Background: an optimization exercise with open tools, aiming at small area, a short achievable clock period and few clock cycles per item. Do not read the settings as production practice.
The RTL was checked by simulation tests, not by an equivalence proof against the original design.
No activity file was given, so power comes from the tool's default toggle rates.

==> flow/design.v <==
`timescale 1ns/10ps
module IOTDF( clk, rst, in_en, iot_in, fn_sel, busy, valid, iot_out);
input          clk;
input          rst;
input          in_en;
input  [7:0]   iot_in;
input  [2:0]   fn_sel;
output         busy;
output         valid;
output [127:0] iot_out;
    localparam S_IDLE = 0;
    localparam S_LOAD = 1;
    localparam S_ENC  = 2;
    localparam S_DEC  = 3;
    localparam S_CRC  = 4;
    localparam S_SORT = 5;
    localparam S_DONE = 6;
    reg [2:0]   state_r, state_w;
    reg [127:0] data_r, data_w, iot_out;
    reg [6:0]   cnt_r, cnt_w;
    reg [55:0]  cypher_key_r, cypher_key_w;
    reg [3:0]   crc_temp1_w;
    reg [3:0]   crc_one_r, crc_one_w;
    reg         busy, valid;
    integer i;
    wire [6:0] index_w = cnt_r << 3;
    wire [47:0] sub_key_w = PC2(cypher_key_r);
    wire xor1_w = crc_one_r[3];
    wire xor2_w = crc_temp1_w[3];
    wire pad_1_w = (cnt_r >= 4) ? data_r[cnt_r - 4] : 0;
    wire pad_2_w = (cnt_r >= 5) ? data_r[cnt_r - 5] : 0;
    wire cypher_key_en = (state_r == S_ENC || state_r == S_DEC);
    wire crc_en = (state_r == S_CRC || state_r == S_LOAD);
    wire high_en = (state_r == S_LOAD) || (state_r == S_SORT) || (state_r == S_CRC && cnt_r == 1);
    wire low_en = (state_r == S_LOAD) || (state_r == S_SORT) || (state_r == S_DEC) || (state_r == S_ENC) || (state_r == S_CRC && cnt_r == 1);
    always @(*) begin
        state_w = state_r;
        data_w = data_r;
        cnt_w = cnt_r;
        cypher_key_w = cypher_key_r;
        crc_one_w = crc_one_r;
        busy = 1;
        valid = 0;
        iot_out = data_r;
        crc_temp1_w = data_r[127 -: 4];
        case (state_r)
            S_IDLE: begin
                state_w = S_LOAD;
            end 
            S_LOAD: begin
                busy = 0;
                valid = 0;
                if (in_en) begin
                    data_w[index_w +: 8] = iot_in;
                    if (cnt_r == 15) begin
                        case (fn_sel)
                            1: state_w = S_ENC;
                            2: state_w = S_DEC;
                            3: begin
                                state_w = S_CRC;
                                crc_one_w = data_w[127:124];
                            end
                            4: state_w = S_SORT;
                        endcase
                        cnt_w = (state_w == S_CRC) ? 127 : 0;
                    end
                    else begin
                        cnt_w = cnt_r + 1;
                        state_w = S_LOAD;
                    end
                end
            end
            S_ENC: begin
                if (cnt_r == 0) begin
                    data_w[63:0] = initial_permutation(data_r[63:0]);
                    cypher_key_w = PC1(data_r[127:64]);
                    cypher_key_w[27:0] = {cypher_key_w[26:0], cypher_key_w[27]};
                    cypher_key_w[55:28] = {cypher_key_w[54:28], cypher_key_w[55]};
                    cnt_w = cnt_r + 1;
                end
                else if (cnt_r == 17) begin
                    data_w[63:0] = final_permutation({data_r[31:0], data_r[63:32]});
                    cnt_w = 0;
                    state_w = S_DONE;
                end
                else if (cnt_r == 1 || cnt_r == 8 || cnt_r == 15) begin
                    data_w[63:0] = {data_r[31:0], data_r[63:32] ^ F(data_r[31:0], sub_key_w)};
                    cypher_key_w[27:0] = {cypher_key_r[26:0], cypher_key_r[27]};
                    cypher_key_w[55:28] = {cypher_key_r[54:28], cypher_key_r[55]};
                    cnt_w = cnt_r + 1;
                end
                else begin
                    data_w[63:0] = {data_r[31:0], data_r[63:32] ^ F(data_r[31:0], sub_key_w)};
                    cypher_key_w[27:0] = {cypher_key_r[25:0], cypher_key_r[27:26]};
                    cypher_key_w[55:28] = {cypher_key_r[53:28], cypher_key_r[55:54]};
                    cnt_w = cnt_r + 1;
                end
            end
            S_DEC: begin
                if (cnt_r == 0) begin
                    data_w[63:0] = initial_permutation(data_r[63:0]);
                    cypher_key_w = PC1(data_r[127:64]);
                    cnt_w = cnt_r + 1;
                end
                else if (cnt_r == 17) begin
                    data_w[63:0] = final_permutation({data_r[31:0], data_r[63:32]});
                    cnt_w = 0;
                    state_w = S_DONE;
                end
                else if (cnt_r == 1 || cnt_r == 8 || cnt_r == 15) begin
                    data_w[63:0] = {data_r[31:0], data_r[63:32] ^ F(data_r[31:0], sub_key_w)};
                    cypher_key_w[27:0] = {cypher_key_r[0], cypher_key_r[27:1]};
                    cypher_key_w[55:28] = {cypher_key_r[28], cypher_key_r[55:29]};
                    cnt_w = cnt_r + 1;
                end
                else begin
                    data_w[63:0] = {data_r[31:0], data_r[63:32] ^ F(data_r[31:0], sub_key_w)};
                    cypher_key_w[27:0] = {cypher_key_r[1:0], cypher_key_r[27:2]};
                    cypher_key_w[55:28] = {cypher_key_r[29:28], cypher_key_r[55:30]};
                    cnt_w = cnt_r + 1;
                end
            end
            S_CRC: begin
                crc_temp1_w = xor1_w ? {(crc_one_r[2:0] ^ 3'b101), pad_1_w} : {crc_one_r[2:0], pad_1_w};
                crc_one_w = xor2_w ? {(crc_temp1_w[2:0] ^ 3'b101), pad_2_w} : {crc_temp1_w[2:0], pad_2_w};
                cnt_w = cnt_r - 2;
                if (cnt_r == 1) begin
                    state_w = S_DONE;
                    cnt_w = 0;
                    data_w = {125'b0, crc_one_w[3:1]};   
                    crc_one_w = 3'b0;
                end
            end
            S_SORT: begin
                if (cnt_r == 16) begin
                    state_w = S_DONE;
                    cnt_w = 0;
                end
                else begin
                    state_w = S_SORT;
                    cnt_w = cnt_r + 1;
                    if (cnt_r[0]) begin
                        for (i = 0; i < 16; i = i + 2) begin
                            if (data_r[i * 8 +: 8] > data_r[(i + 1) * 8 +: 8]) begin
                                data_w[i * 8 +: 8] = data_r[(i + 1) * 8 +: 8];
                                data_w[(i + 1) * 8 +: 8] = data_r[i * 8 +: 8];
                            end
                        end
                    end
                    else begin
                        for (i = 1; i < 15; i = i + 2) begin
                            if (data_r[i * 8 +: 8] > data_r[(i + 1) * 8 +: 8]) begin
                                data_w[i * 8 +: 8] = data_r[(i + 1) * 8 +: 8];
                                data_w[(i + 1) * 8 +: 8] = data_r[i * 8 +: 8];
                            end
                        end
                    end
                end
            end
            S_DONE: begin
                valid = 1;
                state_w = S_LOAD;
            end
        endcase
    end
    always @(posedge clk or posedge rst) begin
        if (rst) begin
            state_r <= S_IDLE;
            data_r <= 0;
            cnt_r <= 0;
            cypher_key_r <= 0;
            crc_one_r <= 0;
        end
        else begin
            state_r <= state_w;
            cnt_r <= cnt_w;
            if (cypher_key_en) begin
                cypher_key_r <= cypher_key_w;
            end
            if (high_en) begin
                data_r[127:64] <= data_w[127:64];
            end
            if (low_en) begin
                data_r[63:0] <= data_w[63:0];
            end
            if (crc_en) begin
                crc_one_r <= crc_one_w;
            end
        end
    end
    function automatic [63:0] initial_permutation;
        input [63:0] i_data;
        begin
            initial_permutation = {i_data[6],  i_data[14], i_data[22], i_data[30],
                                   i_data[38], i_data[46], i_data[54], i_data[62],
                                   i_data[4],  i_data[12], i_data[20], i_data[28],
                                   i_data[36], i_data[44], i_data[52], i_data[60],
                                   i_data[2],  i_data[10], i_data[18], i_data[26],
                                   i_data[34], i_data[42], i_data[50], i_data[58],
                                   i_data[0],  i_data[8],  i_data[16], i_data[24],
                                   i_data[32], i_data[40], i_data[48], i_data[56],
                                   i_data[7],  i_data[15], i_data[23], i_data[31],
                                   i_data[39], i_data[47], i_data[55], i_data[63],
                                   i_data[5],  i_data[13], i_data[21], i_data[29],
                                   i_data[37], i_data[45], i_data[53], i_data[61],
                                   i_data[3],  i_data[11], i_data[19], i_data[27],
                                   i_data[35], i_data[43], i_data[51], i_data[59],
                                   i_data[1],  i_data[9],  i_data[17], i_data[25],
                                   i_data[33], i_data[41], i_data[49], i_data[57]};
        end
    endfunction
    function automatic [63:0] final_permutation;
        input [63:0] i_data;
        begin
            final_permutation = {i_data[24], i_data[56], i_data[16], i_data[48],
                                 i_data[8],  i_data[40], i_data[0],  i_data[32],
                                 i_data[25], i_data[57], i_data[17], i_data[49],
                                 i_data[9],  i_data[41], i_data[1],  i_data[33],
                                 i_data[26], i_data[58], i_data[18], i_data[50],
                                 i_data[10], i_data[42], i_data[2],  i_data[34],
                                 i_data[27], i_data[59], i_data[19], i_data[51],
                                 i_data[11], i_data[43], i_data[3],  i_data[35],
                                 i_data[28], i_data[60], i_data[20], i_data[52],
                                 i_data[12], i_data[44], i_data[4],  i_data[36],
                                 i_data[29], i_data[61], i_data[21], i_data[53],
                                 i_data[13], i_data[45], i_data[5],  i_data[37],
                                 i_data[30], i_data[62], i_data[22], i_data[54],
                                 i_data[14], i_data[46], i_data[6],  i_data[38],
                                 i_data[31], i_data[63], i_data[23], i_data[55],
                                 i_data[15], i_data[47], i_data[7],  i_data[39]};
        end
    endfunction
    function automatic [31:0] P;
        input [31:0] i_data;
        begin
            P = {i_data[16], i_data[25], i_data[12], i_data[11],
                 i_data[3],  i_data[20], i_data[4],  i_data[15],
                 i_data[31], i_data[17], i_data[9],  i_data[6],
                 i_data[27], i_data[14], i_data[1],  i_data[22],
                 i_data[30], i_data[24], i_data[8],  i_data[18],
                 i_data[0],  i_data[5],  i_data[29], i_data[23],
                 i_data[13], i_data[19], i_data[2],  i_data[26],
                 i_data[10], i_data[21], i_data[28], i_data[7]};
        end
    endfunction
    function automatic [55:0] PC1;
        input [63:0] i_data;
        begin
            PC1 = {i_data[7],  i_data[15], i_data[23], i_data[31],
                   i_data[39], i_data[47], i_data[55], i_data[63],
                   i_data[6],  i_data[14], i_data[22], i_data[30],
                   i_data[38], i_data[46], i_data[54], i_data[62],
                   i_data[5],  i_data[13], i_data[21], i_data[29],
                   i_data[37], i_data[45], i_data[53], i_data[61],
                   i_data[4],  i_data[12], i_data[20], i_data[28],
                   i_data[1],  i_data[9],  i_data[17], i_data[25],
                   i_data[33], i_data[41], i_data[49], i_data[57],
                   i_data[2],  i_data[10], i_data[18], i_data[26],
                   i_data[34], i_data[42], i_data[50], i_data[58],
                   i_data[3],  i_data[11], i_data[19], i_data[27],
                   i_data[35], i_data[43], i_data[51], i_data[59],
                   i_data[36], i_data[44], i_data[52], i_data[60]};
        end
    endfunction
    function automatic [47:0] PC2;
        input [55:0] i_data;
        begin
            PC2 = {i_data[42], i_data[39], i_data[45], i_data[32], 
                   i_data[55], i_data[51], i_data[53], i_data[28],
                   i_data[41], i_data[50], i_data[35], i_data[46], 
                   i_data[33], i_data[37], i_data[44], i_data[52],
                   i_data[30], i_data[48], i_data[40], i_data[49], 
                   i_data[29], i_data[36], i_data[43], i_data[54],
                   i_data[15], i_data[4],  i_data[25], i_data[19], 
                   i_data[9],  i_data[1],  i_data[26], i_data[16],
                   i_data[5],  i_data[11], i_data[23], i_data[8], 
                   i_data[12], i_data[7],  i_data[17], i_data[0],
                   i_data[22], i_data[3],  i_data[10], i_data[14], 
                   i_data[6],  i_data[20], i_data[27], i_data[24]};
        end
    endfunction
    function automatic [47:0] expansion;
        input [31:0] i_data;
        begin
            expansion = {i_data[0],  i_data[31], i_data[30], i_data[29], i_data[28], i_data[27],
                         i_data[28], i_data[27], i_data[26], i_data[25], i_data[24], i_data[23],
                         i_data[24], i_data[23], i_data[22], i_data[21], i_data[20], i_data[19],
                         i_data[20], i_data[19], i_data[18], i_data[17], i_data[16], i_data[15],
                         i_data[16], i_data[15], i_data[14], i_data[13], i_data[12], i_data[11],
                         i_data[12], i_data[11], i_data[10], i_data[9],  i_data[8],  i_data[7],
                         i_data[8],  i_data[7],  i_data[6],  i_data[5],  i_data[4],  i_data[3],
                         i_data[4],  i_data[3],  i_data[2],  i_data[1],  i_data[0], i_data[31]};
        end
    endfunction
    function automatic [3:0] S1;
        input [5:0] i_data;
        begin
            reg [3:0] col_num_w;
            reg [1:0] row_num_w;
            col_num_w = i_data[4:1];
            row_num_w = {i_data[5], i_data[0]};
            case (col_num_w)
                4'b0000: begin
                    case (row_num_w)
                        2'b00: S1 = 14; 2'b01: S1 = 0; 2'b10: S1 = 4; 2'b11: S1 = 15; 
                    endcase
                end 
                4'b0001: begin
                    case (row_num_w)
                        2'b00: S1 = 4; 2'b01: S1 = 15; 2'b10: S1 = 1; 2'b11: S1 = 12; 
                    endcase
                end
                4'b0010: begin
                    case (row_num_w)
                        2'b00: S1 = 13; 2'b01: S1 = 7; 2'b10: S1 = 14; 2'b11: S1 = 8; 
                    endcase
                end
                4'b0011: begin
                    case (row_num_w)
                        2'b00: S1 = 1; 2'b01: S1 = 4; 2'b10: S1 = 8; 2'b11: S1 = 2; 
                    endcase
                end
                4'b0100: begin
                    case (row_num_w)
                        2'b00: S1 = 2; 2'b01: S1 = 14; 2'b10: S1 = 13; 2'b11: S1 = 4; 
                    endcase
                end
                4'b0101: begin
                    case (row_num_w)
                        2'b00: S1 = 15; 2'b01: S1 = 2; 2'b10: S1 = 6; 2'b11: S1 = 9; 
                    endcase
                end
                4'b0110: begin
                    case (row_num_w)
                        2'b00: S1 = 11; 2'b01: S1 = 13; 2'b10: S1 = 2; 2'b11: S1 = 1; 
                    endcase
                end
                4'b0111: begin
                    case (row_num_w)
                        2'b00: S1 = 8; 2'b01: S1 = 1; 2'b10: S1 = 11; 2'b11: S1 = 7; 
                    endcase
                end
                4'b1000: begin
                    case (row_num_w)
                        2'b00: S1 = 3; 2'b01: S1 = 10; 2'b10: S1 = 15; 2'b11: S1 = 5; 
                    endcase
                end
                4'b1001: begin
                    case (row_num_w)
                        2'b00: S1 = 10; 2'b01: S1 = 6; 2'b10: S1 = 12; 2'b11: S1 = 11; 
                    endcase
                end
                4'b1010: begin
                    case (row_num_w)
                        2'b00: S1 = 6; 2'b01: S1 = 12; 2'b10: S1 = 9; 2'b11: S1 = 3; 
                    endcase
                end
                4'b1011: begin
                    case (row_num_w)
                        2'b00: S1 = 12; 2'b01: S1 = 11; 2'b10: S1 = 7; 2'b11: S1 = 14; 
                    endcase
                end
                4'b1100: begin
                    case (row_num_w)
                        2'b00: S1 = 5; 2'b01: S1 = 9; 2'b10: S1 = 3; 2'b11: S1 = 10; 
                    endcase
                end
                4'b1101: begin
                    case (row_num_w)
                        2'b00: S1 = 9; 2'b01: S1 = 5; 2'b10: S1 = 10; 2'b11: S1 = 0; 
                    endcase
                end
                4'b1110: begin
                    case (row_num_w)
                        2'b00: S1 = 0; 2'b01: S1 = 3; 2'b10: S1 = 5; 2'b11: S1 = 6; 
                    endcase
                end
                4'b1111: begin
                    case (row_num_w)
                        2'b00: S1 = 7; 2'b01: S1 = 8; 2'b10: S1 = 0; 2'b11: S1 = 13; 
                    endcase
                end
            endcase
        end
    endfunction
    function automatic [3:0] S2;
        input [5:0] i_data;
        begin
            reg [3:0] col_num_w;
            reg [1:0] row_num_w;
            col_num_w = i_data[4:1];
            row_num_w = {i_data[5], i_data[0]};
            case (col_num_w)
                4'b0000: begin
                    case (row_num_w)
                        2'b00: S2 = 15; 2'b01: S2 = 3; 2'b10: S2 = 0; 2'b11: S2 = 13; 
                    endcase
                end 
                4'b0001: begin
                    case (row_num_w)
                        2'b00: S2 = 1; 2'b01: S2 = 13; 2'b10: S2 = 14; 2'b11: S2 = 8; 
                    endcase
                end
                4'b0010: begin
                    case (row_num_w)
                        2'b00: S2 = 8; 2'b01: S2 = 4; 2'b10: S2 = 7; 2'b11: S2 = 10; 
                    endcase
                end
                4'b0011: begin
                    case (row_num_w)
                        2'b00: S2 = 14; 2'b01: S2 = 7; 2'b10: S2 = 11; 2'b11: S2 = 1; 
                    endcase
                end
                4'b0100: begin
                    case (row_num_w)
                        2'b00: S2 = 6; 2'b01: S2 = 15; 2'b10: S2 = 10; 2'b11: S2 = 3; 
                    endcase
                end
                4'b0101: begin
                    case (row_num_w)
                        2'b00: S2 = 11; 2'b01: S2 = 2; 2'b10: S2 = 4; 2'b11: S2 = 15; 
                    endcase
                end
                4'b0110: begin
                    case (row_num_w)
                        2'b00: S2 = 3; 2'b01: S2 = 8; 2'b10: S2 = 13; 2'b11: S2 = 4; 
                    endcase
                end
                4'b0111: begin
                    case (row_num_w)
                        2'b00: S2 = 4; 2'b01: S2 = 14; 2'b10: S2 = 1; 2'b11: S2 = 2; 
                    endcase
                end
                4'b1000: begin
                    case (row_num_w)
                        2'b00: S2 = 9; 2'b01: S2 = 12; 2'b10: S2 = 5; 2'b11: S2 = 11; 
                    endcase
                end
                4'b1001: begin
                    case (row_num_w)
                        2'b00: S2 = 7; 2'b01: S2 = 0; 2'b10: S2 = 8; 2'b11: S2 = 6; 
                    endcase
                end
                4'b1010: begin
                    case (row_num_w)
                        2'b00: S2 = 2; 2'b01: S2 = 1; 2'b10: S2 = 12; 2'b11: S2 = 7; 
                    endcase
                end
                4'b1011: begin
                    case (row_num_w)
                        2'b00: S2 = 13; 2'b01: S2 = 10; 2'b10: S2 = 6; 2'b11: S2 = 12; 
                    endcase
                end
                4'b1100: begin
                    case (row_num_w)
                        2'b00: S2 = 12; 2'b01: S2 = 6; 2'b10: S2 = 9; 2'b11: S2 = 0; 
                    endcase
                end
                4'b1101: begin
                    case (row_num_w)
                        2'b00: S2 = 0; 2'b01: S2 = 9; 2'b10: S2 = 3; 2'b11: S2 = 5; 
                    endcase
                end
                4'b1110: begin
                    case (row_num_w)
                        2'b00: S2 = 5; 2'b01: S2 = 11; 2'b10: S2 = 2; 2'b11: S2 = 14; 
                    endcase
                end
                4'b1111: begin
                    case (row_num_w)
                        2'b00: S2 = 10; 2'b01: S2 = 5; 2'b10: S2 = 15; 2'b11: S2 = 9; 
                    endcase
                end
            endcase
        end
    endfunction
    function automatic [3:0] S3;
        input [5:0] i_data;
        begin
            reg [3:0] col_num_w;
            reg [1:0] row_num_w;
            col_num_w = i_data[4:1];
            row_num_w = {i_data[5], i_data[0]};
            case (col_num_w)
                4'b0000: begin
                    case (row_num_w)
                        2'b00: S3 = 10; 2'b01: S3 = 13; 2'b10: S3 = 13; 2'b11: S3 = 1; 
                    endcase
                end
                4'b0001: begin
                    case (row_num_w)
                        2'b00: S3 = 0; 2'b01: S3 = 7; 2'b10: S3 = 6; 2'b11: S3 = 10; 
                    endcase
                end
                4'b0010: begin
                    case (row_num_w)
                        2'b00: S3 = 9; 2'b01: S3 = 0; 2'b10: S3 = 4; 2'b11: S3 = 13; 
                    endcase
                end
                4'b0011: begin
                    case (row_num_w)
                        2'b00: S3 = 14; 2'b01: S3 = 9; 2'b10: S3 = 9; 2'b11: S3 = 0; 
                    endcase
                end
                4'b0100: begin
                    case (row_num_w)
                        2'b00: S3 = 6; 2'b01: S3 = 3; 2'b10: S3 = 8; 2'b11: S3 = 6; 
                    endcase
                end
                4'b0101: begin
                    case (row_num_w)
                        2'b00: S3 = 3; 2'b01: S3 = 4; 2'b10: S3 = 15; 2'b11: S3 = 9; 
                    endcase
                end
                4'b0110: begin
                    case (row_num_w)
                        2'b00: S3 = 15; 2'b01: S3 = 6; 2'b10: S3 = 3; 2'b11: S3 = 8; 
                    endcase
                end
                4'b0111: begin
                    case (row_num_w)
                        2'b00: S3 = 5; 2'b01: S3 = 10; 2'b10: S3 = 0; 2'b11: S3 = 7; 
                    endcase
                end
                4'b1000: begin
                    case (row_num_w)
                        2'b00: S3 = 1; 2'b01: S3 = 2; 2'b10: S3 = 11; 2'b11: S3 = 4; 
                    endcase
                end
                4'b1001: begin
                    case (row_num_w)
                        2'b00: S3 = 13; 2'b01: S3 = 8; 2'b10: S3 = 1; 2'b11: S3 = 15; 
                    endcase
                end
                4'b1010: begin
                    case (row_num_w)
                        2'b00: S3 = 12; 2'b01: S3 = 5; 2'b10: S3 = 2; 2'b11: S3 = 14; 
                    endcase
                end
                4'b1011: begin
                    case (row_num_w)
                        2'b00: S3 = 7; 2'b01: S3 = 14; 2'b10: S3 = 12; 2'b11: S3 = 3; 
                    endcase
                end
                4'b1100: begin
                    case (row_num_w)
                        2'b00: S3 = 11; 2'b01: S3 = 12; 2'b10: S3 = 5; 2'b11: S3 = 11; 
                    endcase
                end
                4'b1101: begin
                    case (row_num_w)
                        2'b00: S3 = 4; 2'b01: S3 = 11; 2'b10: S3 = 10; 2'b11: S3 = 5; 
                    endcase
                end
                4'b1110: begin
                    case (row_num_w)
                        2'b00: S3 = 2; 2'b01: S3 = 15; 2'b10: S3 = 14; 2'b11: S3 = 2; 
                    endcase
                end
                4'b1111: begin
                    case (row_num_w)
                        2'b00: S3 = 8; 2'b01: S3 = 1; 2'b10: S3 = 7; 2'b11: S3 = 12; 
                    endcase
                end
            endcase
        end
    endfunction
    function automatic [3:0] S4;
        input [5:0] i_data;
        begin
            reg [3:0] col_num_w;
            reg [1:0] row_num_w;
            col_num_w = i_data[4:1];
            row_num_w = {i_data[5], i_data[0]};
            case (col_num_w)
                4'b0000: begin
                    case (row_num_w)
                        2'b00: S4 = 7; 2'b01: S4 = 13; 2'b10: S4 = 10; 2'b11: S4 = 3; 
                    endcase
                end
                4'b0001: begin
                    case (row_num_w)
                        2'b00: S4 = 13; 2'b01: S4 = 8; 2'b10: S4 = 6; 2'b11: S4 = 15; 
                    endcase
                end
                4'b0010: begin
                    case (row_num_w)
                        2'b00: S4 = 14; 2'b01: S4 = 11; 2'b10: S4 = 9; 2'b11: S4 = 0; 
                    endcase
                end
                4'b0011: begin
                    case (row_num_w)
                        2'b00: S4 = 3; 2'b01: S4 = 5; 2'b10: S4 = 0; 2'b11: S4 = 6; 
                    endcase
                end
                4'b0100: begin
                    case (row_num_w)
                        2'b00: S4 = 0; 2'b01: S4 = 6; 2'b10: S4 = 12; 2'b11: S4 = 10; 
                    endcase
                end
                4'b0101: begin
                    case (row_num_w)
                        2'b00: S4 = 6; 2'b01: S4 = 15; 2'b10: S4 = 11; 2'b11: S4 = 1; 
                    endcase
                end
                4'b0110: begin
                    case (row_num_w)
                        2'b00: S4 = 9; 2'b01: S4 = 0; 2'b10: S4 = 7; 2'b11: S4 = 13; 
                    endcase
                end
                4'b0111: begin
                    case (row_num_w)
                        2'b00: S4 = 10; 2'b01: S4 = 3; 2'b10: S4 = 13; 2'b11: S4 = 8; 
                    endcase
                end
                4'b1000: begin
                    case (row_num_w)
                        2'b00: S4 = 1; 2'b01: S4 = 4; 2'b10: S4 = 15; 2'b11: S4 = 9; 
                    endcase
                end
                4'b1001: begin
                    case (row_num_w)
                        2'b00: S4 = 2; 2'b01: S4 = 7; 2'b10: S4 = 1; 2'b11: S4 = 4; 
                    endcase
                end
                4'b1010: begin
                    case (row_num_w)
                        2'b00: S4 = 8; 2'b01: S4 = 2; 2'b10: S4 = 3; 2'b11: S4 = 5; 
                    endcase
                end
                4'b1011: begin
                    case (row_num_w)
                        2'b00: S4 = 5; 2'b01: S4 = 12; 2'b10: S4 = 14; 2'b11: S4 = 11; 
                    endcase
                end
                4'b1100: begin
                    case (row_num_w)
                        2'b00: S4 = 11; 2'b01: S4 = 1; 2'b10: S4 = 5; 2'b11: S4 = 12; 
                    endcase
                end
                4'b1101: begin
                    case (row_num_w)
                        2'b00: S4 = 12; 2'b01: S4 = 10; 2'b10: S4 = 2; 2'b11: S4 = 7; 
                    endcase
                end
                4'b1110: begin
                    case (row_num_w)
                        2'b00: S4 = 4; 2'b01: S4 = 14; 2'b10: S4 = 8; 2'b11: S4 = 2; 
                    endcase
                end
                4'b1111: begin
                    case (row_num_w)
                        2'b00: S4 = 15; 2'b01: S4 = 9; 2'b10: S4 = 4; 2'b11: S4 = 14; 
                    endcase
                end
            endcase
        end
    endfunction
    function automatic [3:0] S5;
        input [5:0] i_data;
        begin
            reg [3:0] col_num_w;
            reg [1:0] row_num_w;
            col_num_w = i_data[4:1];
            row_num_w = {i_data[5], i_data[0]};
            case (col_num_w)
                4'b0000: begin
                    case (row_num_w)
                        2'b00: S5 = 2; 2'b01: S5 = 14; 2'b10: S5 = 4; 2'b11: S5 = 11; 
                    endcase
                end
                4'b0001: begin
                    case (row_num_w)
                        2'b00: S5 = 12; 2'b01: S5 = 11; 2'b10: S5 = 2; 2'b11: S5 = 8; 
                    endcase
                end
                4'b0010: begin
                    case (row_num_w)
                        2'b00: S5 = 4; 2'b01: S5 = 2; 2'b10: S5 = 1; 2'b11: S5 = 12; 
                    endcase
                end
                4'b0011: begin
                    case (row_num_w)
                        2'b00: S5 = 1; 2'b01: S5 = 12; 2'b10: S5 = 11; 2'b11: S5 = 7; 
                    endcase
                end
                4'b0100: begin
                    case (row_num_w)
                        2'b00: S5 = 7; 2'b01: S5 = 4; 2'b10: S5 = 10; 2'b11: S5 = 1; 
                    endcase
                end
                4'b0101: begin
                    case (row_num_w)
                        2'b00: S5 = 10; 2'b01: S5 = 7; 2'b10: S5 = 13; 2'b11: S5 = 14; 
                    endcase
                end
                4'b0110: begin
                    case (row_num_w)
                        2'b00: S5 = 11; 2'b01: S5 = 13; 2'b10: S5 = 7; 2'b11: S5 = 2; 
                    endcase
                end
                4'b0111: begin
                    case (row_num_w)
                        2'b00: S5 = 6; 2'b01: S5 = 1; 2'b10: S5 = 8; 2'b11: S5 = 13; 
                    endcase
                end
                4'b1000: begin
                    case (row_num_w)
                        2'b00: S5 = 8; 2'b01: S5 = 5; 2'b10: S5 = 15; 2'b11: S5 = 6; 
                    endcase
                end
                4'b1001: begin
                    case (row_num_w)
                        2'b00: S5 = 5; 2'b01: S5 = 0; 2'b10: S5 = 9; 2'b11: S5 = 15; 
                    endcase
                end
                4'b1010: begin
                    case (row_num_w)
                        2'b00: S5 = 3; 2'b01: S5 = 15; 2'b10: S5 = 12; 2'b11: S5 = 0; 
                    endcase
                end
                4'b1011: begin
                    case (row_num_w)
                        2'b00: S5 = 15; 2'b01: S5 = 10; 2'b10: S5 = 5; 2'b11: S5 = 9; 
                    endcase
                end
                4'b1100: begin
                    case (row_num_w)
                        2'b00: S5 = 13; 2'b01: S5 = 3; 2'b10: S5 = 6; 2'b11: S5 = 10; 
                    endcase
                end
                4'b1101: begin
                    case (row_num_w)
                        2'b00: S5 = 0; 2'b01: S5 = 9; 2'b10: S5 = 3; 2'b11: S5 = 4; 
                    endcase
                end
                4'b1110: begin
                    case (row_num_w)
                        2'b00: S5 = 14; 2'b01: S5 = 8; 2'b10: S5 = 0; 2'b11: S5 = 5; 
                    endcase
                end
                4'b1111: begin
                    case (row_num_w)
                        2'b00: S5 = 9; 2'b01: S5 = 6; 2'b10: S5 = 14; 2'b11: S5 = 3; 
                    endcase
                end
            endcase
        end
    endfunction
    function automatic [3:0] S6;
        input [5:0] i_data;
        begin
            reg [3:0] col_num_w;
            reg [1:0] row_num_w;
            col_num_w = i_data[4:1];
            row_num_w = {i_data[5], i_data[0]};
            case (col_num_w)
                4'b0000: begin
                    case (row_num_w)
                        2'b00: S6 = 12; 2'b01: S6 = 10; 2'b10: S6 = 9; 2'b11: S6 = 4; 
                    endcase
                end
                4'b0001: begin
                    case (row_num_w)
                        2'b00: S6 = 1; 2'b01: S6 = 15; 2'b10: S6 = 14; 2'b11: S6 = 3; 
                    endcase
                end
                4'b0010: begin
                    case (row_num_w)
                        2'b00: S6 = 10; 2'b01: S6 = 4; 2'b10: S6 = 15; 2'b11: S6 = 2; 
                    endcase
                end
                4'b0011: begin
                    case (row_num_w)
                        2'b00: S6 = 15; 2'b01: S6 = 2; 2'b10: S6 = 5; 2'b11: S6 = 12; 
                    endcase
                end
                4'b0100: begin
                    case (row_num_w)
                        2'b00: S6 = 9; 2'b01: S6 = 7; 2'b10: S6 = 2; 2'b11: S6 = 9; 
                    endcase
                end
                4'b0101: begin
                    case (row_num_w)
                        2'b00: S6 = 2; 2'b01: S6 = 12; 2'b10: S6 = 8; 2'b11: S6 = 5; 
                    endcase
                end
                4'b0110: begin
                    case (row_num_w)
                        2'b00: S6 = 6; 2'b01: S6 = 9; 2'b10: S6 = 12; 2'b11: S6 = 15; 
                    endcase
                end
                4'b0111: begin
                    case (row_num_w)
                        2'b00: S6 = 8; 2'b01: S6 = 5; 2'b10: S6 = 3; 2'b11: S6 = 10; 
                    endcase
                end
                4'b1000: begin
                    case (row_num_w)
                        2'b00: S6 = 0; 2'b01: S6 = 6; 2'b10: S6 = 7; 2'b11: S6 = 11; 
                    endcase
                end
                4'b1001: begin
                    case (row_num_w)
                        2'b00: S6 = 13; 2'b01: S6 = 1; 2'b10: S6 = 0; 2'b11: S6 = 14; 
                    endcase
                end
                4'b1010: begin
                    case (row_num_w)
                        2'b00: S6 = 3; 2'b01: S6 = 13; 2'b10: S6 = 4; 2'b11: S6 = 1; 
                    endcase
                end
                4'b1011: begin
                    case (row_num_w)
                        2'b00: S6 = 4; 2'b01: S6 = 14; 2'b10: S6 = 10; 2'b11: S6 = 7; 
                    endcase
                end
                4'b1100: begin
                    case (row_num_w)
                        2'b00: S6 = 14; 2'b01: S6 = 0; 2'b10: S6 = 1; 2'b11: S6 = 6; 
                    endcase
                end
                4'b1101: begin
                    case (row_num_w)
                        2'b00: S6 = 7; 2'b01: S6 = 11; 2'b10: S6 = 13; 2'b11: S6 = 0; 
                    endcase
                end
                4'b1110: begin
                    case (row_num_w)
                        2'b00: S6 = 5; 2'b01: S6 = 3; 2'b10: S6 = 11; 2'b11: S6 = 8; 
                    endcase
                end
                4'b1111: begin
                    case (row_num_w)
                        2'b00: S6 = 11; 2'b01: S6 = 8; 2'b10: S6 = 6; 2'b11: S6 = 13; 
                    endcase
                end
            endcase
        end
    endfunction
    function automatic [3:0] S7;
        input [5:0] i_data;
        begin
            reg [3:0] col_num_w;
            reg [1:0] row_num_w;
            col_num_w = i_data[4:1];
            row_num_w = {i_data[5], i_data[0]};
            case (col_num_w)
                4'b0000: begin
                    case (row_num_w)
                        2'b00: S7 = 4; 2'b01: S7 = 13; 2'b10: S7 = 1; 2'b11: S7 = 6; 
                    endcase
                end
                4'b0001: begin
                    case (row_num_w)
                        2'b00: S7 = 11; 2'b01: S7 = 0; 2'b10: S7 = 4; 2'b11: S7 = 11; 
                    endcase
                end
                4'b0010: begin
                    case (row_num_w)
                        2'b00: S7 = 2; 2'b01: S7 = 11; 2'b10: S7 = 11; 2'b11: S7 = 13; 
                    endcase
                end
                4'b0011: begin
                    case (row_num_w)
                        2'b00: S7 = 14; 2'b01: S7 = 7; 2'b10: S7 = 13; 2'b11: S7 = 8; 
                    endcase
                end
                4'b0100: begin
                    case (row_num_w)
                        2'b00: S7 = 15; 2'b01: S7 = 4; 2'b10: S7 = 12; 2'b11: S7 = 1; 
                    endcase
                end
                4'b0101: begin
                    case (row_num_w)
                        2'b00: S7 = 0; 2'b01: S7 = 9; 2'b10: S7 = 3; 2'b11: S7 = 4; 
                    endcase
                end
                4'b0110: begin
                    case (row_num_w)
                        2'b00: S7 = 8; 2'b01: S7 = 1; 2'b10: S7 = 7; 2'b11: S7 = 10; 
                    endcase
                end
                4'b0111: begin
                    case (row_num_w)
                        2'b00: S7 = 13; 2'b01: S7 = 10; 2'b10: S7 = 14; 2'b11: S7 = 7; 
                    endcase
                end
                4'b1000: begin
                    case (row_num_w)
                        2'b00: S7 = 3; 2'b01: S7 = 14; 2'b10: S7 = 10; 2'b11: S7 = 9; 
                    endcase
                end
                4'b1001: begin
                    case (row_num_w)
                        2'b00: S7 = 12; 2'b01: S7 = 3; 2'b10: S7 = 15; 2'b11: S7 = 5; 
                    endcase
                end
                4'b1010: begin
                    case (row_num_w)
                        2'b00: S7 = 9; 2'b01: S7 = 5; 2'b10: S7 = 6; 2'b11: S7 = 0; 
                    endcase
                end
                4'b1011: begin
                    case (row_num_w)
                        2'b00: S7 = 7; 2'b01: S7 = 12; 2'b10: S7 = 8; 2'b11: S7 = 15; 
                    endcase
                end
                4'b1100: begin
                    case (row_num_w)
                        2'b00: S7 = 5; 2'b01: S7 = 2; 2'b10: S7 = 0; 2'b11: S7 = 14; 
                    endcase
                end
                4'b1101: begin
                    case (row_num_w)
                        2'b00: S7 = 10; 2'b01: S7 = 15; 2'b10: S7 = 5; 2'b11: S7 = 2; 
                    endcase
                end
                4'b1110: begin
                    case (row_num_w)
                        2'b00: S7 = 6; 2'b01: S7 = 8; 2'b10: S7 = 9; 2'b11: S7 = 3; 
                    endcase
                end
                4'b1111: begin
                    case (row_num_w)
                        2'b00: S7 = 1; 2'b01: S7 = 6; 2'b10: S7 = 2; 2'b11: S7 = 12; 
                    endcase
                end
            endcase
        end
    endfunction
    function automatic [3:0] S8;
        input [5:0] i_data;
        begin
            reg [3:0] col_num_w;
            reg [1:0] row_num_w;
            col_num_w = i_data[4:1];
            row_num_w = {i_data[5], i_data[0]};
            case (col_num_w)
                4'b0000: begin
                    case (row_num_w)
                        2'b00: S8 = 13; 2'b01: S8 = 1; 2'b10: S8 = 7; 2'b11: S8 = 2; 
                    endcase
                end
                4'b0001: begin
                    case (row_num_w)
                        2'b00: S8 = 2; 2'b01: S8 = 15; 2'b10: S8 = 11; 2'b11: S8 = 1; 
                    endcase
                end
                4'b0010: begin
                    case (row_num_w)
                        2'b00: S8 = 8; 2'b01: S8 = 13; 2'b10: S8 = 4; 2'b11: S8 = 14; 
                    endcase
                end
                4'b0011: begin
                    case (row_num_w)
                        2'b00: S8 = 4; 2'b01: S8 = 8; 2'b10: S8 = 1; 2'b11: S8 = 7; 
                    endcase
                end
                4'b0100: begin
                    case (row_num_w)
                        2'b00: S8 = 6; 2'b01: S8 = 10; 2'b10: S8 = 9; 2'b11: S8 = 4; 
                    endcase
                end
                4'b0101: begin
                    case (row_num_w)
                        2'b00: S8 = 15; 2'b01: S8 = 3; 2'b10: S8 = 12; 2'b11: S8 = 10; 
                    endcase
                end
                4'b0110: begin
                    case (row_num_w)
                        2'b00: S8 = 11; 2'b01: S8 = 7; 2'b10: S8 = 14; 2'b11: S8 = 8; 
                    endcase
                end
                4'b0111: begin
                    case (row_num_w)
                        2'b00: S8 = 1; 2'b01: S8 = 4; 2'b10: S8 = 2; 2'b11: S8 = 13; 
                    endcase
                end
                4'b1000: begin
                    case (row_num_w)
                        2'b00: S8 = 10; 2'b01: S8 = 12; 2'b10: S8 = 0; 2'b11: S8 = 15; 
                    endcase
                end
                4'b1001: begin
                    case (row_num_w)
                        2'b00: S8 = 9; 2'b01: S8 = 5; 2'b10: S8 = 6; 2'b11: S8 = 12; 
                    endcase
                end
                4'b1010: begin
                    case (row_num_w)
                        2'b00: S8 = 3; 2'b01: S8 = 6; 2'b10: S8 = 10; 2'b11: S8 = 9; 
                    endcase
                end
                4'b1011: begin
                    case (row_num_w)
                        2'b00: S8 = 14; 2'b01: S8 = 11; 2'b10: S8 = 13; 2'b11: S8 = 0; 
                    endcase
                end
                4'b1100: begin
                    case (row_num_w)
                        2'b00: S8 = 5; 2'b01: S8 = 0; 2'b10: S8 = 15; 2'b11: S8 = 3; 
                    endcase
                end
                4'b1101: begin
                    case (row_num_w)
                        2'b00: S8 = 0; 2'b01: S8 = 14; 2'b10: S8 = 3; 2'b11: S8 = 5; 
                    endcase
                end
                4'b1110: begin
                    case (row_num_w)
                        2'b00: S8 = 12; 2'b01: S8 = 9; 2'b10: S8 = 5; 2'b11: S8 = 6; 
                    endcase
                end
                4'b1111: begin
                    case (row_num_w)
                        2'b00: S8 = 7; 2'b01: S8 = 2; 2'b10: S8 = 8; 2'b11: S8 = 11; 
                    endcase
                end
            endcase
        end
    endfunction
    function automatic [31:0] F;
        input [31:0] right_data;
        input [47:0] sub_key;
        begin
            reg [47:0] s_data;
            reg [31:0] sbox_out_w;
            s_data = expansion(right_data) ^ sub_key;
            sbox_out_w = {S1(s_data[47:42]), S2(s_data[41:36]), S3(s_data[35:30]), S4(s_data[29:24]), S5(s_data[23:18]), S6(s_data[17:12]), S7(s_data[11:6]), S8(s_data[5:0])};
            F = P(sbox_out_w);
        end
    endfunction
endmodule
==> flow/run.sh <==
#!/bin/bash
# synth_recipe.tcl (not shown) runs the flow's synth.tcl, then flattens the netlist and writes it again
# the make line also repeats each setting of config.mk as NAME=value (left out here)
make -C /OpenROAD-flow-scripts/flow DESIGN_CONFIG=/design/flow/config.mk WORK_HOME=/design/flow/orfs CLKGATE_MAP_FILE= SYNTH_SCRIPT=/design/flow/synth_recipe.tcl finish
==> flow/config.mk <==
export PLATFORM = sky130hd
export DESIGN_NAME = IOTDF
export DESIGN_NICKNAME = IOTDF
export VERILOG_FILES = /design/flow/design.v
export SDC_FILE = /design/flow/constraint.sdc
export NUM_CORES = 4
export LEC_CHECK = 0
export CAP_MARGIN = 20
export CORE_MARGIN = 2
export CORE_UTILIZATION = 40
export SLEW_MARGIN = 20
==> flow/constraint.sdc <==
create_clock -name core_clock -period 6.0 [get_ports {clk}]
set_input_delay 1.2000 -clock core_clock [delete_from_list [all_inputs] [get_ports {clk}]]
set_output_delay 1.2000 -clock core_clock [all_outputs]
set_load 0.01 [all_outputs]
==> results.py <==
metrics = {
    "cells_and_area": {
        "final_nets": 3685,
        "final_cells": 4359,
        "postLayoutCoreUtil_pct": 44.75,
        "drive_above_1_share_pct": 7.086,
        "fin_area_mm2": 0.02890,
        "syn2layout_area_growth_pct": 10.38,
    },
    "sta": {
        "rsz0062_at_grt": "false",
        "fin_crit_sh_pct": 71.37,
        "setup_tns_ns": 0,
        "final-hold-violation-count": 0,
        "slew_viol_final": 0,
        "finClkSkew_ns": 0.01760,
        "setup_viol": 0,
        "layout_setup_ws_ns": 1.718,
        "holdWs_ns": 0.5559,
        "max_freq_ghz": 0.2335,
        "worst_pin_slew_ns": 1.211,
        "relSlewSlack_pct": 19.01,
        "finalCriticalPeriod_ns": 4.282,
    },
    "floorplanning": {
        "core_mm2": 0.06458,
        "ioPinCount": 144,
        "floorplan.rows": 93,
        "die_area_mm2": 0.06752,
        "die_x_um": 259.8,
        "die_y_um": 259.8,
        "start_util_pct": 40.54,
    },
    "worst_setup_path": {
        "cp_max_fo": 16,
        "crit_arrival_ns": 4.70,
        "crit_type": "reg -> reg",
        "crit_required_ns": 6.42,
        "worstSetupStartpointType": "flop",
        "r2r_slack_ns": 1.72,
        "critPathCaptureType": "flop",
    },
    "synth": {
        "synth_area_mm2": 0.02618,
        "syn_nets": 3716,
        "synth_cell_types": 90,
        "yosysSeqAreaShare_pct": 18.92,
        "syn_area_per_cell_um2": 7.442,
        "syn_inst": 3518,
        "ys_seq_elements": 198,
        "async_flop_share_pct": 100.0,
        "ys_dominant_reg_cell": "dfrtp_1",
        "synth_edf_count": 0,
        "yosysWarningCount": 1,
    },
    "drt": {
        "detail_route.iter0.violations": 5477,
        "wl_per_cell_um": 29.99,
        "postRouteAntennaNets": 0,
        "drc": 0,
        "num_vias": 30346,
        "via_per_inst": 6.962,
        "drtPass1Iterations": 7,
        "totalWireLength_mm": 130.7,
    },
    "global_routing": {
        "grt_use_total_pct": 37.78,
        "overflow": 0,
        "grt_pass1_wl_mm": 189.2,
        "antenna_found_initial": 6,
        "grt_max_degree": 134,
        "grt_pass1_vias": 27532,
    },
    "clock_tree": {
        "cts_root_buf": "clkbuf_16",
        "postCtsSetupBuffers": 0,
        "insertion_delay_ns": 0.53,
        "h-tree-depth": 4,
        "clockBufferDepth": 2,
        "cts_resized": 0,
        "cts_hold_buf": 0,
        "cts_inserted_buffers": 17,
        "clkTransAtPathRegs_ns": 0.09,
        "cts_tree": "done",
        "cts_sinks": 198,
    },
    "power_and_ir_drop": {
        "p_per_area_mw_per_mm2": 93.64,
        "totalPowerFinal_mw": 2.706,
        "ir_drop_mv": 0.2450,
        "leakagePower_nw": 11.05,
    },
    "placement": {
        "placed_area_mm2": 0.02825,
        "post-place-ws_ns": 1.928,
        "dp_hpwl_mm": 91.32,
        "dp.cells": 4323,
        "numPortBuffers": 143,
        "gp_congestion": 1.064,
    },
    "outcome": {
        "status": "timing/DRC/antenna clean",
    },
    "min_path": {
        "hp-class": "reg -> reg",
    },
    "run": {
        "cap_violations": 0,
    },
}
cell families (layout without fill, tap and decap cells):
family          after synthesis  count (layout)  synth area share [%]
flops                       198             198                 18.92
xor+xnor                    148             148                 5.094
compound gates             1319            1319                 32.44
fa+ha+maj                   185             185                 8.832
other cells                   0               4                     0
mux                         189             189                 10.33
simple gates               1011            1011                 16.88
buf+inv                     468             450                 7.489
critical path, stage by stage, from the launching register on:
cell and delay [ns]:
dfrtp_1 0.53, inv_1 0.26, ha_1 0.48, or3b_4 0.47
nor2_4 0.25, nand2_1 0.19, o21a_4 0.29, a21oi_4 0.37
o21ai_1 0.16, a21oi_1 0.79, a21oi_1 0.13, a31o_2 0.25
registers in the layout, summed over array words and instances (netlist names):
register and flops:
data_r 128, cypher_key_r 56, cnt_r 7, crc_one_r 4
state_r 3
final timing paths:
kind                           endpoint  cells past startpoint    startpoint
min in group asynchronous   data_r[123]                      3           rst
min reg2reg                crc_one_r[0]                      2  crc_one_r[0]
max in group asynchronous      cnt_r[0]                      3           rst
max                          data_r[42]                     11      cnt_r[3]
min                        crc_one_r[0]                      2  crc_one_r[0]
max reg2reg                  data_r[42]                     11      cnt_r[3]
cells in the mapped netlist (all sizes together) (48+ instances only):
| library cell | instances | area, um^2 |
|---|---|---|
| ha | 184 | 2302 |
| clkbuf | 193 | 728.2 |
| nand3 | 84 | 420.4 |
| dfrtp | 198 | 4955 |
| buf | 106 | 598.1 |
| o21ai | 256 | 1289 |
| nor2 | 308 | 1169 |
| xnor2 | 100 | 905.9 |
| nor3 | 73 | 365.4 |
| inv | 167 | 626.9 |
| mux2i | 112 | 1121 |
| a31oi | 56 | 350.3 |
| xor2 | 48 | 427.9 |
| a21oi | 428 | 2187 |
| mux4 | 58 | 1370 |
| o22ai | 87 | 544.3 |
| a211oi | 66 | 508.0 |
| nand2 | 396 | 1491 |
layout by cell type (no fill, tap or decap), types with 94 or more instances in the layout:
master | netlist | final
nand2_1 | 394 | 391
xnor2_1 | 96 | 94
clkdlybuf4s50_1 | 0 | 143
a21oi_1 | 424 | 424
dfrtp_1 | 198 | 197
inv_1 | 167 | 166
mux2i_1 | 112 | 112
o21ai_0 | 248 | 248
nor2_1 | 305 | 302
ha_1 | 184 | 183
buf_4 | 1 | 104
final cells by class:
| class | count | area (um^2) |
|---|---|---|
| fill | 6668 | 35680 |
| sequential | 198 | 4959 |
| clock inverter | 14 | 178.9 |
| antenna | 4 | 10.01 |
| clock buffer | 18 | 439.2 |
| inverter | 169 | 638.1 |
| timing repair buffer | 249 | 2243 |
| multi-input combinational | 2852 | 19360 |
| tap | 855 | 1070 |
power by group:
group          switching [mW]  internal, mW
logic                  0.0630        0.0149
clock network           0.683         0.612
registers                   0          1.33
metal layers:
layer / GRT usage, % / wire length [um] / vias to the layer above
li1: - / - / 12992
met1: 48.85 / 49280 / 14356
met2: 53.75 / 52800 / 2404
met3: 13.65 / 18940 / 588
met4: 22.11 / 9643 / 6
met5: 0 / 41 / -
Testbench counts, summed over its fixed seeds: cycles 48,104, blocks 1,024.

## afterwards: timing with drivers on the ports
No port has a modelled driver above. Below, the same layout with a new extraction and two added sets of constraints.
Step 1 sets driving cells, clkbuf_16 on the clock port and buf_2 on the other inputs (assumed; they add their load-dependent delay and slew).
Step 2 adds t to the input delays and takes it off the output delays; t is the mean of the earliest and latest rising clock arrival at the registers after step 1. Input paths then give back, and output paths get back, about the clock's delay inside the block.
Slacks: no drivers / after step 1 / after step 2; pairs: no drivers / after step 1.
shift t [ns]: 0.579
slack for setup (ns): 1.718 / 1.718 / 1.718
worst setup path after step 2: register to register
pins driven straight from the clock port: 1
After both steps setup and hold are still met in this run. The setup slack of this run moves by 0.000 ns with the drivers and by 0.000 ns with both steps.
